Background: an optimization exercise with open tools, aiming at small area, a short achievable clock period and few clock cycles. Do not read the settings as production practice. Power figures rest on the tool's default switching activity, not on a simulated workload.

== 02-03 ==
// day02_core
module day02_core #(
    parameter N_ADDR_BITS = 16
) (
    input  wire                 clk,
    input  wire                 rst,
    input  wire [7:0]           rom_data,
    input  wire                 rom_valid,
    output reg  [N_ADDR_BITS:0] rom_addr,
    output wire [63:0]          part1_result,
    output wire [63:0]          part2_result,
    output reg                  done
);
    reg rst_q;
    reg  [5:0]  rq;         
    reg         vq;         
    reg         hold;       
    reg  [5:0]  skid;
    reg         in_b;       
    reg         eot;        
    reg  [4:0]  dc;         
    reg  [35:0] pdig;       
    reg  [35:0] hist;       
    reg  [9:1]  dec;        
    reg  [9:1]  gt;         
    reg         qa;         
    reg         pm;         
    wire        is_dig = rq[4];
    wire [3:0]  dig    = rq[3:0];
    wire        more   = rq[5];    
    reg         qv;         
    reg  [4:0]  qd;
    reg  [35:0] qp;
    reg  [2:0]  qf;
    reg         qb;
    reg         qpair;      
    reg  [2:0]  qskip;
    reg         busy;
    reg  [4:0]  cd;         
    reg  [35:0] cp;         
  ...
Settings: LEC_CHECK=0, ABC_AREA=1, CAP_MARGIN=20, CORE_MARGIN=2, CORE_UTILIZATION=65, CTS_CLUSTER_DIAMETER=100, CTS_CLUSTER_SIZE=20, PLACE_DENSITY=0.75, SLEW_MARGIN=20; clock period 60.0 ns.
standard.sh (not shown) runs the stock make flow with config.mk's settings and CLKGATE_MAP_FILE= SYNTH_SCRIPT=/design/flow/synth_recipe.tcl, a recipe that flattens the netlist after the stock synthesis.
==> flow/flow/run.sh <==
#!/bin/bash
# The standard layout (standard.sh), with two changes:
#  - after the standard synthesis, OpenROAD's restructure re-maps the logic
#    between the registers for area (flow/restructure.tcl), with a copy of the
#    platform library that leaves out its don't-use cells (flow/filter_lib.py);
#  - buf_2 cells as the port buffers.
# Each tool's output goes to its own log in this folder.
set -eo pipefail
export BUFFER_PORTS_ARGS="-buffer_cell sky130_fd_sc_hd__buf_2"
bash standard.sh synth > standard_synth.log 2>&1
export RESULTS=$PWD/orfs/results/sky130hd/day02_core/base
export LIB=$FLOW_HOME/platforms/sky130hd/lib/sky130_fd_sc_hd__tt_025C_1v80.lib
export LIB_RS=$PWD/restructure_lib.lib
python3 flow/filter_lib.py "$LIB" "$LIB_RS" '*__lpflow_*' '*__probe*' '*__fill_*' \
    '*__dlygate*' '*__dlymetal*' '*__clkdly*' > filter_lib.log 2>&1
mkdir -p restructure_work
export WORK=$PWD/restructure_work
openroad -no_init -exit flow/restructure.tcl > restructure.log 2>&1
bash standard.sh > standard.log 2>&1
==> flow/flow/filter_lib.py <==
#!/usr/bin/env python3
# Writes a copy of a liberty file without the cells whose names match the given
# glob patterns (the platform's don't-use cells), for restructure/ABC.
import sys, fnmatch
src, dst, pats = sys.argv[1], sys.argv[2], sys.argv[3:]
text = open(src).read()
out = []
pos = 0
while True:
    i = text.find('cell (', pos)
    if i < 0:
        out.append(text[pos:])
        break
    # start of the line holding the cell group
    ls = text.rfind('\n', 0, i) + 1
    name = text[i + 6:text.find(')', i)].strip().strip('"')
    j = text.find('{', i)
    depth, k = 1, j + 1
    while depth:
        c = text[k]
        if c == '{':
            depth += 1
        elif c == '}':
            depth -= 1
        k += 1
    out.append(text[pos:ls])
    if not any(fnmatch.fnmatch(name, p) for p in pats):
        out.append(text[ls:k])
    pos = k
open(dst, 'w').write(''.join(out))
==> flow/flow/restructure.tcl <==
# Area recovery on the synthesized netlist: OpenROAD's restructure re-maps the
# combinational logic between registers with ABC (the registers are untouched).
# ABC maps to $::env(LIB_RS), the platform library less its don't-use cells.
set results $::env(RESULTS)
read_db $results/1_synth.odb
read_liberty $::env(LIB)
read_sdc $results/1_synth.sdc
report_design_area
restructure -liberty_file $::env(LIB_RS) -target area \
    -tielo_port sky130_fd_sc_hd__conb_1/LO -tiehi_port sky130_fd_sc_hd__conb_1/HI \
    -work_dir $::env(WORK)
report_design_area
write_db $results/1_synth.odb
Inputs modified between 02-03 and 10-22:
--- a/flow/design.v
+++ b/flow/design.v
@@ -157,12 +157,13 @@
     reg         cb;         
     reg         cpair;      
     reg  [2:0]  cskip;      
     reg  [1:0]  t;          
     reg         ph;         
     reg  [3:0]  i;          
+    reg  [3:0]  jr;         
     reg  [3:0]  pdq;        
     reg         kp1;        
     reg         kp21;       
     reg  [64:0] r;
     reg  [29:0] pb;         
     reg         bprev;      
@@ -222,13 +223,13 @@
         end
     endfunction
     wire [1:0] tn     = nxt(cskip, t + 2'd1, three(cd));
     wire       last_t = (tn == 2'd3);
     wire       half_t = (t == 2'd0) && !cd[0];
     wire       f_t    = (t == 2'd0) ? cf[0] : (t == 2'd1) ? cf[1] : cf[2];
-    wire       jl     = (i == tlf(cd, t) - 4'd1);    
+    wire       jl     = (jr == 4'd0);
     wire       adj    = jl && !cpair;         
     wire       sg     = (cpair ? f_t : cb) ^ (t == 2'd2);    
     wire [64:0] k1, k21;
     wire [56:0] mval;
     period_summer u_tab (.d(cd), .t(t), .k1(k1), .k21(k21), .m(mval));
     reg       c_on, c_sh, d_on, d_sh, d_neg;
@@ -284,19 +285,19 @@
     wire b1_two = (bw1 == 3'b011) || (bw1 == 3'b100);
     wire b1_neg = bw1[2];
     wire [2:0] bw2 = pb[5:3];
     wire b2_on  = (bw2 != 3'b000) && (bw2 != 3'b111);
     wire b2_two = (bw2 == 3'b011) || (bw2 == 3'b100);
     wire b2_neg = bw2[2];
-    wire blast  = (pb[29:5] == 25'd0);         
+    wire blast  = (pb[29:3] == 27'd0);         
     wire p0     = busy && !ph && (t != 2'd3);
     wire p1     = busy && ph;
     wire kc     = busy && !ph && (t == 2'd3);  
     wire mrg    = eot && !busy && !qv && !done;
-    wire fold1  = p1 && !b2_on && half_t && kp1;
-    wire fold21 = p1 && !b2_on && !half_t && kp21;
+    wire fold1  = p1 && half_t && kp1;
+    wire fold21 = p1 && !half_t && kp21;
     wire kc1    = kc && kp1;
     wire kc21   = kc && !kp1;
     wire kp1_n  = kp1 && !fold1 && !kc1;
     wire kp21_n = kp21 && !fold21 && !kc21;
     wire to1    = (p1 && half_t) || kc1;
     wire last_cyc = (p1 && blast && last_t && !kp1_n && !kp21_n) || (kc && !(kp1_n || kp21_n));
@@ -316,13 +317,13 @@
     wire        ucn  = p1 && (b1_neg ^ !sg);
     wire        ud   = p0 ? d_on  : (p1 && b0_on);
     wire        uds  = p0 ? d_sh  : b0_two;
     wire        udn  = p0 ? d_neg : (b0_neg ^ !sg);
     wire [64:0] oa   = p0 ? r << 3 : (to1 ? acc1 : accx);
     wire [64:0] kv   = (fold1 || kc1) ? k1 : k21;
-    wire        ub2  = p1 && b2_on;
+    wire        ub2  = 1'b0;
     wire        ubn  = kon ? !cb : (ub2 && (b2_neg ^ !sg));
     wire [64:0] ob   = p0 ? r << 1 : ub2 ? (b2_two ? r << 5 : r << 4) :
                        kon ? kv : mrg ? acc1 : 65'd0;
     wire [64:0] oc   = uc ? (ucs ? xv << 3 : xv << 2) : 65'd0;
     wire [64:0] od   = ud ? (uds ? xv << 1 : xv) : 65'd0;
     wire        ncn  = uc && ucn;
@@ -336,15 +337,15 @@
         .a(pb << 3), .b(pb << 1), .c({26'd0, pdq}), .d(30'd0),
         .ci0(1'b0), .ci1(1'b0), .ci2(1'b0), .s(pbn));
     integer li;
     always @(posedge clk) begin
         rst_q <= rst;
         hist  <= {hist[31:0], dig};
-        r     <= p0 ? sum : (p1 && !blast) ? (r << 6) : 65'd0;
-        pb    <= p0 ? ((jl && cpair) ? 30'd2 : pbn) : (p1 && !blast) ? (pb >> 6) : 30'd0;
-        bprev <= p1 && pb[5];
+        r     <= p0 ? sum : (p1 && !blast) ? (r << 4) : 65'd0;
+        pb    <= p0 ? ((jl && cpair) ? 30'd2 : pbn) : (p1 && !blast) ? (pb >> 4) : 30'd0;
+        bprev <= p1 && pb[3];
         if (rst) begin
             rom_addr <= 0;
         end else if (rst_q) begin
             rom_addr <= 1;
         end else if (!vq || (!eot && (is_dig || take))) begin
             rom_addr <= rom_addr + 1'b1;
@@ -420,19 +421,21 @@
                 else     accx <= sum;
             end
             kp1  <= kp1_n;
             kp21 <= kp21_n;
             if (p0) begin
                 i   <= i + 4'd1;
+                jr  <= jr - 4'd1;
                 pdq <= nib(cp, i + 4'd1);
                 if (jl) ph <= 1'b1;
             end
             if (p1) begin
                 if (blast) begin
                     ph  <= 1'b0;
                     i   <= 4'd0;
+                    jr  <= tlf(cd, tn) - 4'd1;
                     pdq <= cp[3:0];
                     t   <= tn;
                 end
             end
             if (last_cyc) busy <= 1'b0;
             if (cload) begin
@@ -443,12 +446,13 @@
                 cb    <= qb;
                 cpair <= qpair;
                 cskip <= qskip;
                 t     <= nxt(qskip, 2'd0, three(qd));
                 ph    <= 1'b0;
                 i     <= 4'd0;
+                jr    <= tlf(qd, nxt(qskip, 2'd0, three(qd))) - 4'd1;
                 pdq   <= qp[3:0];
                 kp1   <= !qpair && (qd >= 5'd3);
                 kp21  <= !qpair && (qd >= 5'd4);
             end
         end
         if (rst || rst_q) done <= 1'b0;
[summary]
- Comparing 02-03 and 10-22, the higher global-route usage is on 02-03.
- On setup slack at placement, 02-03 loses to 10-22.
- Changes observed in 10-22 relative to 02-03: clock power share went down by 3.3 points, final area decreased 1.3%.
- Number of failing setup endpoints in the final timing report came out exactly the same in 02-03 and 10-22.
- Relative contribution of combinational cells to total power: 10-22 vs 02-03 up 6.5 points
- 10-22 against 02-03: sum of net half-perimeters after detailed placement went down by about 5.6%; via count down 2086; final critical-path required period shrank by 1.47 ns.
- Capturing instance or port of the critical path: done -> 10-22, r[64] -> 02-03
No run of this note included a check of the RTL's function; only the layout flow was run.

-- separate check: timing with driven ports --
No port has a modelled driver above. Below, the same layouts with a new extraction and two added sets of constraints. Step 1 sets driving cells, clkbuf_16 on the clock port and buf_2 on the other inputs (assumed; they add their load-dependent delay and slew). Step 2 times the ports against the registers' clock, not the clock port: input delays grow and output delays shrink by t, the midpoint of the rising clock arrivals with the driver on. Slacks: ideal / step 1 / step 2; pairs: ideal / step 1.
run | t, ns | slack for setup (ns) | worst setup path at the end
02-03 | 0.703 | 45.140 / 45.140 / 45.140 | register to register
10-22 | 0.699 | 46.606 / 46.541 / 47.144 | input to register
After both steps setup and hold are still met in every run listed.
